Source: an optimization exercise on an open RTL-to-GDS flow (aim: small area and a short achievable clock period). Production flows keep margins and buffers that such runs may drop. The RTL was checked by simulation tests, not by an equivalence proof against the original design.

==> inputs of 11-22 <==
// circle_gen
module circle_gen(
  input clk_d,
  input [9:0] pixel_x,
  input [9:0] pixel_y,
  input video_on,
  input [9:0] x,
  input [9:0] y,
  input [5:0] r,
  input [9:0] E1x,
  input [9:0] E1y,
  input [9:0] E2x,
  input [9:0] E2y,
  input [9:0] E3x,
  input [9:0] E3y,
  input [9:0] E4x,
  input [9:0] E4y,
  input [9:0] F1x,
  input [9:0] F1y,
  input gamemenu,
  input gamerun,
  input gamepause,
  output [3:0] red,
  output [3:0] green,
  output [3:0] blue
  );
export LEC_CHECK = 0
export CAP_MARGIN = 20
export CORE_MARGIN = 2
export CORE_UTILIZATION = 60
export CTS_BUF_LIST = sky130_fd_sc_hd__clkbuf_4
export SLEW_MARGIN = 60
create_clock -name core_clock -period 20.0 [get_ports {clk_d}]
standard.sh (not shown) runs the stock make flow with config.mk's settings and CLKGATE_MAP_FILE= SYNTH_SCRIPT=/design/flow/synth_recipe.tcl, a recipe that flattens the netlist after the stock synthesis.
==> flow/flow/run.sh <==
#!/bin/bash
# Standard ORFS layout, except:
#  - the port buffers are sky130_fd_sc_hd__buf_1.
# Each tool's log is under orfs/logs; make's output is in flow_make.log.
set -euo pipefail
here=$(pwd)
mkdir -p $here/abc_tmp
export OWN_ABC_SCRIPT=$here/flow/abc.script OWN_STA_SCRIPT=$here/flow/sta.tcl OWN_ABC_DIR=$here/abc_tmp
export OWN_ABC_CANDS="3:2000:40 1:2000:100 2:2000:100 3:2000:100 4:2000:100 5:2000:100" OWN_AREA_PAD=800 OWN_CLOCK_PORT=clk_d
export OWN_PERIOD=${FLOW_PERIOD_NS:-20}
# OpenSTA, installed beside openroad
export OWN_STA=$(dirname $(command -v openroad))/sta
bash standard.sh SYNTH_SCRIPT=$here/flow/synth.tcl ADDER_MAP_FILE= SYNTH_OPERATIONS_ARGS=-noshare \
  "BUFFER_PORTS_ARGS=-buffer_cell sky130_fd_sc_hd__buf_1" finish > flow_make.log 2>&1
==> flow/flow/abc.script <==
strash
&get -n
&deepsyn -I 1 -J @J@ -S @SEED@
&put
dch -f
map -D @D@
topo
stime -c
buffer -c
upsize -c
dnsize -c
==> flow/flow/synth.tcl <==
proc synth {args} { yosys synth -nofsm -noshare {*}$args }
proc abc {args} {
  set out {}
  set skip 0
  foreach a $args {
    if {$skip} { set skip 0; continue }
    if {$a eq "-script" || $a eq "-D"} { set skip 1; continue }
    lappend out $a
  }
  set f [open $::env(OWN_ABC_SCRIPT) r]
  set template [read $f]
  close $f
  set dir $::env(OWN_ABC_DIR)
  set period $::env(OWN_PERIOD)
  yosys design -save own_pre
  set best 1e30
  foreach cand $::env(OWN_ABC_CANDS) {
    lassign [split $cand :] seed d j
    yosys design -load own_pre
    set script $dir/abc_${seed}_${d}_$j.script
    set f [open $script w]
    puts $f [string map [list @SEED@ $seed @D@ $d @J@ $j] $template]
    close $f
    yosys abc -script $script {*}$out
    set st [tee -q -s result.string stat {*}$::lib_args]
    regexp {Chip area for module[^:]*: *([0-9.]+)} $st -> area
    set net $dir/cand_${seed}_${d}_$j.v
    yosys write_verilog -noattr -noexpr $net
    set sta [exec env OWN_NET=$net OWN_LIB=[lindex $::env(LIB_FILES) 0] OWN_TOP=$::env(DESIGN_NAME) \
      OWN_SDC=$::env(SDC_FILE) OWN_CLK=$::env(OWN_CLOCK_PORT) \
      $::env(OWN_STA) -no_init -exit $::env(OWN_STA_SCRIPT) 2>@1]
    regexp {OWN_WS ([-0-9.eE+]+)} $sta -> ws
    set p [expr {$period - $ws * 1e9}]
    set est [expr {($area + $::env(OWN_AREA_PAD)) * $p}]
    puts "own abc seed $seed D $d J $j: area $area period $p estimate $est"
    if {$est < $best} {
      set best $est
      yosys design -save own_best
    }
  }
  yosys design -load own_best
  puts "own abc: kept estimate $best"
}
source $::env(SCRIPTS_DIR)/synth.tcl
# left out here: clear keep_hierarchy, flatten, clean up, hide names made inside functions, write 1_2_yosys.v
Other scripts of this flow, unchanged in this note and not shown: flow/flow/sta.tcl
==> inputs of 01-26, as changes to 11-22 <==
--- a/flow/design.v
+++ b/flow/design.v
@@ -29,60 +29,57 @@
   wire rok = ~r[0] & ((r[5:1] == 5'd5) | (r[5:1] == 5'd6) | (r[5:1] == 5'd7) |
                       (r[5:1] == 5'd8) | (r[5:1] == 5'd9) | (r[5:1] == 5'd10));
   wire [10:0] vx10 = 11'd20 - {1'b0, pixel_x};
   wire [10:0] vy10 = 11'd20 - {1'b0, pixel_y};
   wire [10:0] vxp = 11'd32 - {1'b0, pixel_x};
   wire [10:0] vyp = 11'd32 - {1'b0, pixel_y};
   wire e1, e2, e3, e4, f1, p1;
-  circ10 c_e1(.px(pixel_x), .py(pixel_y), .vx(vx10), .vy(vy10), .cx(E1x), .cy(E1y), .o(e1));
-  circ10 c_e2(.px(pixel_x), .py(pixel_y), .vx(vx10), .vy(vy10), .cx(E2x), .cy(E2y), .o(e2));
-  circ10 c_e3(.px(pixel_x), .py(pixel_y), .vx(vx10), .vy(vy10), .cx(E3x), .cy(E3y), .o(e3));
-  circ10 c_e4(.px(pixel_x), .py(pixel_y), .vx(vx10), .vy(vy10), .cx(E4x), .cy(E4y), .o(e4));
-  circ10 c_f1(.px(pixel_x), .py(pixel_y), .vx(vx10), .vy(vy10), .cx(F1x), .cy(F1y), .o(f1));
-  circp  c_p1(.px(pixel_x), .py(pixel_y), .vx(vxp), .vy(vyp), .cx(x), .cy(y), .k(r[3:1]), .o(p1));
+  circ10 c_e1(.vx(vx10), .vy(vy10), .cx(E1x), .cy(E1y), .o(e1));
+  circ10 c_e2(.vx(vx10), .vy(vy10), .cx(E2x), .cy(E2y), .o(e2));
+  circ10 c_e3(.vx(vx10), .vy(vy10), .cx(E3x), .cy(E3y), .o(e3));
+  circ10 c_e4(.vx(vx10), .vy(vy10), .cx(E4x), .cy(E4y), .o(e4));
+  circ10 c_f1(.vx(vx10), .vy(vy10), .cx(F1x), .cy(F1y), .o(f1));
+  circp  c_p1(.vx(vxp), .vy(vyp), .cx(x), .cy(y), .k(r[3:1]), .o(p1));
   wire hold = ~border & ~rok;
   wire draw = ~border & rok & video_on;
   reg red_q, green_q, blue_q;
   always @(posedge clk_d) begin
     red_q <= (border & gamepause) | (draw & p1) | (hold & red_q);
     green_q <= (border & gamemenu) | (draw & (e1 | e2 | e3 | e4)) | (hold & green_q);
     blue_q <= (border & gamerun) | (draw & f1) | (hold & blue_q);
   end
   assign red = {4{red_q}};
   assign green = {4{green_q}};
   assign blue = {4{blue_q}};
 endmodule
-module near #(parameter W = 5, parameter G = 2, parameter OFF = 0) (
-  input [9:0] p,
+module near #(parameter W = 5, parameter G = 2) (
   input [10:0] v,
   input [9:0] c,
   output [W-1:0] t,
   output ok
   );
-  assign t = c[W-1:0] - p[W-1:0] + OFF;
+  assign t = v[W-1:0] + c[W-1:0];
   wire [G:0] top = {1'b0, v[W-1:W-G]} + {1'b0, c[W-1:W-G]};
   wire k = top[G];
   wire [10-W:0] a = -v[10:W];
   wire [10-W:0] b = ~v[10:W];
   wire [10-W:0] ch = {1'b0, c[9:W]};
   assign ok = k ? (b == ch) : (a == ch);
 endmodule
 module circ10(
-  input [9:0] px,
-  input [9:0] py,
   input [10:0] vx,
   input [10:0] vy,
   input [9:0] cx,
   input [9:0] cy,
   output o
   );
   wire [4:0] tx, ty;
   wire okx, oky;
-  near #(.W(5), .OFF(20)) nx(.p(px), .v(vx), .c(cx), .t(tx), .ok(okx));
-  near #(.W(5), .OFF(20)) ny(.p(py), .v(vy), .c(cy), .t(ty), .ok(oky));
+  near #(.W(5)) nx(.v(vx), .c(cx), .t(tx), .ok(okx));
+  near #(.W(5)) ny(.v(vy), .c(cy), .t(ty), .ok(oky));
   reg in;
   always @* begin
     case ({tx, ty})
       10'd340, 10'd368, 10'd369, 10'd370, 10'd371, 10'd372, 10'd373, 10'd374, 10'd375, 10'd376, 10'd398, 10'd399,
       10'd400, 10'd401, 10'd402, 10'd403, 10'd404, 10'd405, 10'd406, 10'd407, 10'd408, 10'd409, 10'd410, 10'd429,
       10'd430, 10'd431, 10'd432, 10'd433, 10'd434, 10'd435, 10'd436, 10'd437, 10'd438, 10'd439, 10'd440, 10'd441,
       10'd442, 10'd443, 10'd460, 10'd461, 10'd462, 10'd463, 10'd464, 10'd465, 10'd466, 10'd467, 10'd468, 10'd469,
@@ -111,27 +108,25 @@
       10'd949, 10'd950, 10'd951, 10'd952, 10'd980: in = 1'b1;
       default: in = 1'b0;
     endcase
   end
   assign o = okx & oky & in;
 endmodule
 module circp(
-  input [9:0] px,
-  input [9:0] py,
   input [10:0] vx,
   input [10:0] vy,
   input [9:0] cx,
   input [9:0] cy,
   input [2:0] k,
   output o
   );
   wire [5:0] tx, ty;
   wire okx, oky;
-  near #(.W(6), .G(3), .OFF(32)) nx(.p(px), .v(vx), .c(cx), .t(tx), .ok(okx));
-  near #(.W(6), .G(3), .OFF(32)) ny(.p(py), .v(vy), .c(cy), .t(ty), .ok(oky));
+  near #(.W(6), .G(3)) nx(.v(vx), .c(cx), .t(tx), .ok(okx));
+  near #(.W(6), .G(3)) ny(.v(vy), .c(cy), .t(ty), .ok(oky));
   reg [4:0] lim;
   reg lv;
   always @* begin
     lv = 1'b1;
     lim = 5'd0;
     case (k)
       3'd0:  
==> flow/flow/run.sh (replaced) <==
#!/bin/bash
# Standard ORFS layout, except:
#  - the port buffers are sky130_fd_sc_hd__buf_1.
# Each tool's log is under orfs/logs; make's output is in flow_make.log.
set -euo pipefail
here=$(pwd)
mkdir -p $here/abc_tmp
export OWN_ABC_SCRIPT=$here/flow/abc.script OWN_STA_SCRIPT=$here/flow/sta.tcl OWN_ABC_DIR=$here/abc_tmp
export OWN_ABC_CANDS="5:2000:40 1:2000:100 2:2000:100 3:2000:100 4:2000:100 5:2000:100" OWN_AREA_PAD=800 OWN_CLOCK_PORT=clk_d
export OWN_PERIOD=${FLOW_PERIOD_NS:-20}
# OpenSTA, installed beside openroad
export OWN_STA=$(dirname $(command -v openroad))/sta
bash standard.sh SYNTH_SCRIPT=$here/flow/synth.tcl ADDER_MAP_FILE= SYNTH_OPERATIONS_ARGS=-noshare \
  "BUFFER_PORTS_ARGS=-buffer_cell sky130_fd_sc_hd__buf_1" finish > flow_make.log 2>&1
==> inputs of 09-03, as changes to 11-22 <==
--- a/flow/design.v
+++ b/flow/design.v
@@ -29,60 +29,61 @@
   wire rok = ~r[0] & ((r[5:1] == 5'd5) | (r[5:1] == 5'd6) | (r[5:1] == 5'd7) |
                       (r[5:1] == 5'd8) | (r[5:1] == 5'd9) | (r[5:1] == 5'd10));
   wire [10:0] vx10 = 11'd20 - {1'b0, pixel_x};
   wire [10:0] vy10 = 11'd20 - {1'b0, pixel_y};
   wire [10:0] vxp = 11'd32 - {1'b0, pixel_x};
   wire [10:0] vyp = 11'd32 - {1'b0, pixel_y};
   wire e1, e2, e3, e4, f1, p1;
-  circ10 c_e1(.px(pixel_x), .py(pixel_y), .vx(vx10), .vy(vy10), .cx(E1x), .cy(E1y), .o(e1));
-  circ10 c_e2(.px(pixel_x), .py(pixel_y), .vx(vx10), .vy(vy10), .cx(E2x), .cy(E2y), .o(e2));
-  circ10 c_e3(.px(pixel_x), .py(pixel_y), .vx(vx10), .vy(vy10), .cx(E3x), .cy(E3y), .o(e3));
-  circ10 c_e4(.px(pixel_x), .py(pixel_y), .vx(vx10), .vy(vy10), .cx(E4x), .cy(E4y), .o(e4));
-  circ10 c_f1(.px(pixel_x), .py(pixel_y), .vx(vx10), .vy(vy10), .cx(F1x), .cy(F1y), .o(f1));
-  circp  c_p1(.px(pixel_x), .py(pixel_y), .vx(vxp), .vy(vyp), .cx(x), .cy(y), .k(r[3:1]), .o(p1));
-  wire hold = ~border & ~rok;
-  wire draw = ~border & rok & video_on;
+  circ10 c_e1(.vx(vx10), .vy(vy10), .cx(E1x), .cy(E1y), .o(e1));
+  circ10 c_e2(.vx(vx10), .vy(vy10), .cx(E2x), .cy(E2y), .o(e2));
+  circ10 c_e3(.vx(vx10), .vy(vy10), .cx(E3x), .cy(E3y), .o(e3));
+  circ10 c_e4(.vx(vx10), .vy(vy10), .cx(E4x), .cy(E4y), .o(e4));
+  circ10 c_f1(.vx(vx10), .vy(vy10), .cx(F1x), .cy(F1y), .o(f1));
+  circp  c_p1(.vx(vxp), .vy(vyp), .cx(x), .cy(y), .k(r[3:1]), .o(p1));
   reg red_q, green_q, blue_q;
   always @(posedge clk_d) begin
-    red_q <= (border & gamepause) | (draw & p1) | (hold & red_q);
-    green_q <= (border & gamemenu) | (draw & (e1 | e2 | e3 | e4)) | (hold & green_q);
-    blue_q <= (border & gamerun) | (draw & f1) | (hold & blue_q);
+    if (border) begin
+      red_q <= gamepause;
+      green_q <= gamemenu;
+      blue_q <= gamerun;
+    end else if (rok) begin
+      red_q <= video_on & p1;
+      green_q <= video_on & (e1 | e2 | e3 | e4);
+      blue_q <= video_on & f1;
+    end
   end
   assign red = {4{red_q}};
   assign green = {4{green_q}};
   assign blue = {4{blue_q}};
 endmodule
-module near #(parameter W = 5, parameter G = 2, parameter OFF = 0) (
-  input [9:0] p,
+module near #(parameter W = 5, parameter G = 2) (
   input [10:0] v,
   input [9:0] c,
   output [W-1:0] t,
   output ok
   );
-  assign t = c[W-1:0] - p[W-1:0] + OFF;
+  assign t = v[W-1:0] + c[W-1:0];
   wire [G:0] top = {1'b0, v[W-1:W-G]} + {1'b0, c[W-1:W-G]};
   wire k = top[G];
   wire [10-W:0] a = -v[10:W];
   wire [10-W:0] b = ~v[10:W];
   wire [10-W:0] ch = {1'b0, c[9:W]};
   assign ok = k ? (b == ch) : (a == ch);
 endmodule
 module circ10(
-  input [9:0] px,
-  input [9:0] py,
   input [10:0] vx,
   input [10:0] vy,
   input [9:0] cx,
   input [9:0] cy,
   output o
   );
   wire [4:0] tx, ty;
   wire okx, oky;
-  near #(.W(5), .OFF(20)) nx(.p(px), .v(vx), .c(cx), .t(tx), .ok(okx));
-  near #(.W(5), .OFF(20)) ny(.p(py), .v(vy), .c(cy), .t(ty), .ok(oky));
+  near #(.W(5)) nx(.v(vx), .c(cx), .t(tx), .ok(okx));
+  near #(.W(5)) ny(.v(vy), .c(cy), .t(ty), .ok(oky));
   reg in;
   always @* begin
     case ({tx, ty})
       10'd340, 10'd368, 10'd369, 10'd370, 10'd371, 10'd372, 10'd373, 10'd374, 10'd375, 10'd376, 10'd398, 10'd399,
       10'd400, 10'd401, 10'd402, 10'd403, 10'd404, 10'd405, 10'd406, 10'd407, 10'd408, 10'd409, 10'd410, 10'd429,
       10'd430, 10'd431, 10'd432, 10'd433, 10'd434, 10'd435, 10'd436, 10'd437, 10'd438, 10'd439, 10'd440, 10'd441,
       10'd442, 10'd443, 10'd460, 10'd461, 10'd462, 10'd463, 10'd464, 10'd465, 10'd466, 10'd467, 10'd468, 10'd469,
@@ -111,27 +112,25 @@
       10'd949, 10'd950, 10'd951, 10'd952, 10'd980: in = 1'b1;
       default: in = 1'b0;
     endcase
   end
   assign o = okx & oky & in;
 endmodule
 module circp(
-  input [9:0] px,
-  input [9:0] py,
   input [10:0] vx,
   input [10:0] vy,
   input [9:0] cx,
   input [9:0] cy,
   input [2:0] k,
   output o
   );
   wire [5:0] tx, ty;
   wire okx, oky;
-  near #(.W(6), .G(3), .OFF(32)) nx(.p(px), .v(vx), .c(cx), .t(tx), .ok(okx));
-  near #(.W(6), .G(3), .OFF(32)) ny(.p(py), .v(vy), .c(cy), .t(ty), .ok(oky));
+  near #(.W(6), .G(3)) nx(.v(vx), .c(cx), .t(tx), .ok(okx));
+  near #(.W(6), .G(3)) ny(.v(vy), .c(cy), .t(ty), .ok(oky));
   reg [4:0] lim;
   reg lv;
   always @* begin
     lv = 1'b1;
     lim = 5'd0;
     case (k)
       3'd0:  
==> flow/flow/run.sh (replaced) <==
#!/bin/bash
# Standard ORFS layout, except:
#  - the port buffers are sky130_fd_sc_hd__buf_1.
# Each tool's log is under orfs/logs; make's output is in flow_make.log.
set -euo pipefail
here=$(pwd)
mkdir -p $here/abc_tmp
export OWN_ABC_SCRIPT=$here/flow/abc.script OWN_STA_SCRIPT=$here/flow/sta.tcl OWN_ABC_DIR=$here/abc_tmp
export OWN_ABC_CANDS="1:2000 2:2000 3:2000 4:2000 5:2000 6:2000 1:1500 2:1500" OWN_AREA_PAD=800 OWN_CLOCK_PORT=clk_d
export OWN_PERIOD=${FLOW_PERIOD_NS:-20}
# OpenSTA, installed beside openroad
export OWN_STA=$(dirname $(command -v openroad))/sta
bash standard.sh SYNTH_SCRIPT=$here/flow/synth.tcl ADDER_MAP_FILE= SYNTH_OPERATIONS_ARGS=-noshare \
  "BUFFER_PORTS_ARGS=-buffer_cell sky130_fd_sc_hd__buf_1" finish > flow_make.log 2>&1
==> flow/flow/abc.script (replaced) <==
strash
&get -n
&deepsyn -I 1 -J 40 -S @SEED@
&put
dch -f
map -D @D@
topo
stime -c
buffer -c
upsize -c
dnsize -c
--- a/flow/flow/synth.tcl
+++ b/flow/flow/synth.tcl
@@ -11,32 +11,32 @@
   set template [read $f]
   close $f
   set dir $::env(OWN_ABC_DIR)
   set period $::env(OWN_PERIOD)
   yosys design -save own_pre
   set best 1e30
   foreach cand $::env(OWN_ABC_CANDS) {
-    lassign [split $cand :] seed d j
+    lassign [split $cand :] seed d
     yosys design -load own_pre
-    set script $dir/abc_${seed}_${d}_$j.script
+    set script $dir/abc_${seed}_$d.script
     set f [open $script w]
-    puts $f [string map [list @SEED@ $seed @D@ $d @J@ $j] $template]
+    puts $f [string map [list @SEED@ $seed @D@ $d] $template]
     close $f
     yosys abc -script $script {*}$out
     set st [tee -q -s result.string stat {*}$::lib_args]
     regexp {Chip area for module[^:]*: *([0-9.]+)} $st -> area
-    set net $dir/cand_${seed}_${d}_$j.v
+    set net $dir/cand_${seed}_$d.v
     yosys write_verilog -noattr -noexpr $net
     set sta [exec env OWN_NET=$net OWN_LIB=[lindex $::env(LIB_FILES) 0] OWN_TOP=$::env(DESIGN_NAME) \
       OWN_SDC=$::env(SDC_FILE) OWN_CLK=$::env(OWN_CLOCK_PORT) \
       $::env(OWN_STA) -no_init -exit $::env(OWN_STA_SCRIPT) 2>@1]
     regexp {OWN_WS ([-0-9.eE+]+)} $sta -> ws
     set p [expr {$period - $ws * 1e9}]
     set est [expr {($area + $::env(OWN_AREA_PAD)) * $p}]
-    puts "own abc seed $seed D $d J $j: area $area period $p estimate $est"
+    puts "own abc seed $seed D $d: area $area period $p estimate $est"
     if {$est < $best} {
       set best $est
       yosys design -save own_best
     }
   }
   yosys design -load own_best
   puts "own abc: kept estimate $best"
==> flow_summary_export.csv <==
group,metric,value,unit
layout,final_area,0.00612,mm^2
logic_synthesis,netlist_top_cells_area,"nor2_1, nand2_1, inv_1, xor2_1, o21ai_0",
global_routing,grt_start_max_net_pins,13,
layout,seqAreaFraction,0.982,%
logic_synthesis,yosysMostFrequentCell,"nor2_1",
logic_synthesis,yosys.area.top_type,"nor2_1",
timing,whs,590,ps
run_status,status,"timing/DRC/antenna clean",
timing,worst_slew_pin_slew,568,ps
layout,n_all_buffers,164,
-- figures above: 11-22

==> flow_summary_export.csv <==
group,metric,value,unit
logic_synthesis,netlist_top_cells_area,"nand2_1, nor2_1, inv_1, xor2_1, a21oi_1",
layout,final_area,0.00630,mm^2
logic_synthesis,synthSimpleGateAreaFrac,42.7,%
logic_synthesis,yosysMostFrequentCell,"nand2_1",
layout,n_all_buffers,162,
global_routing,grt_start_max_net_pins,14,
timing,hold_viol,0,
run_status,status,"timing/DRC/antenna clean",
routing,wire_per_inst,14.4,um
layout,seqAreaFraction,1.43,%
logic_synthesis,yosys.area.top_type,"nand2_1",
timing,whs,4060,ps
hold_path,min-delay-path-class,"in -> reg",
-- figures above: 09-03

==> flow_summary_export.csv <==
group,metric,value,unit
layout,n_all_buffers,163,
timing,whs,548,ps
run_status,status,"timing/DRC/antenna clean",
global_routing,grt_start_max_net_pins,13,
logic_synthesis,yosys.area.top_type,"nand2_1",
logic_synthesis,yosysMostFrequentCell,"nand2_1",
logic_synthesis,syn_area_per_cell,5.15,um^2
layout,final_area,0.00614,mm^2
timing,worst_slew_pin_slew,535,ps
layout,layout_commonest_cell,"nand2_1",
layout,seqAreaFraction,0.978,%
global_routing,gr-total-overflow,0,
-- figures above: 01-26

==> what the ideal ports hide <==
How much do the figures lean on ideal ports? The routed layouts below were timed once more, with nothing changed but the port constraints. Step 1, drivers: a clkbuf_16 drives clk_d and a buf_2 each remaining input, both assumed. Step 2 moves the port delays by t, midway between the first and last clock arrival at a register: inputs arrive t later, outputs are due t later. That takes back most of the time a late clock gives input paths. a / b / c = no drivers / after step 1 / after step 2; a / b = the first two.
run | shift t [ns] | setup slack, ns | clock arrival spread, ns | slew at the worst register clock pin (ns) | pins driven straight from the clock port
11-22 | 0.269 | 13.114 / 13.114 / 12.845 | 0.004 / 0.004 | 0.04 / 0.04 | 1
01-26 | 0.262 | 13.109 / 13.112 / 12.850 | 0.012 / 0.012 | 0.05 / 0.05 | 1
09-03 | 0.276 | 13.001 / 12.999 / 12.724 | 0.001 / 0.001 | 0.04 / 0.04 | 1
After both steps every run listed still meets setup and hold. The setup slack of 09-03, which loses most, moves by -0.002 ns with the drivers and by -0.277 ns with both steps.
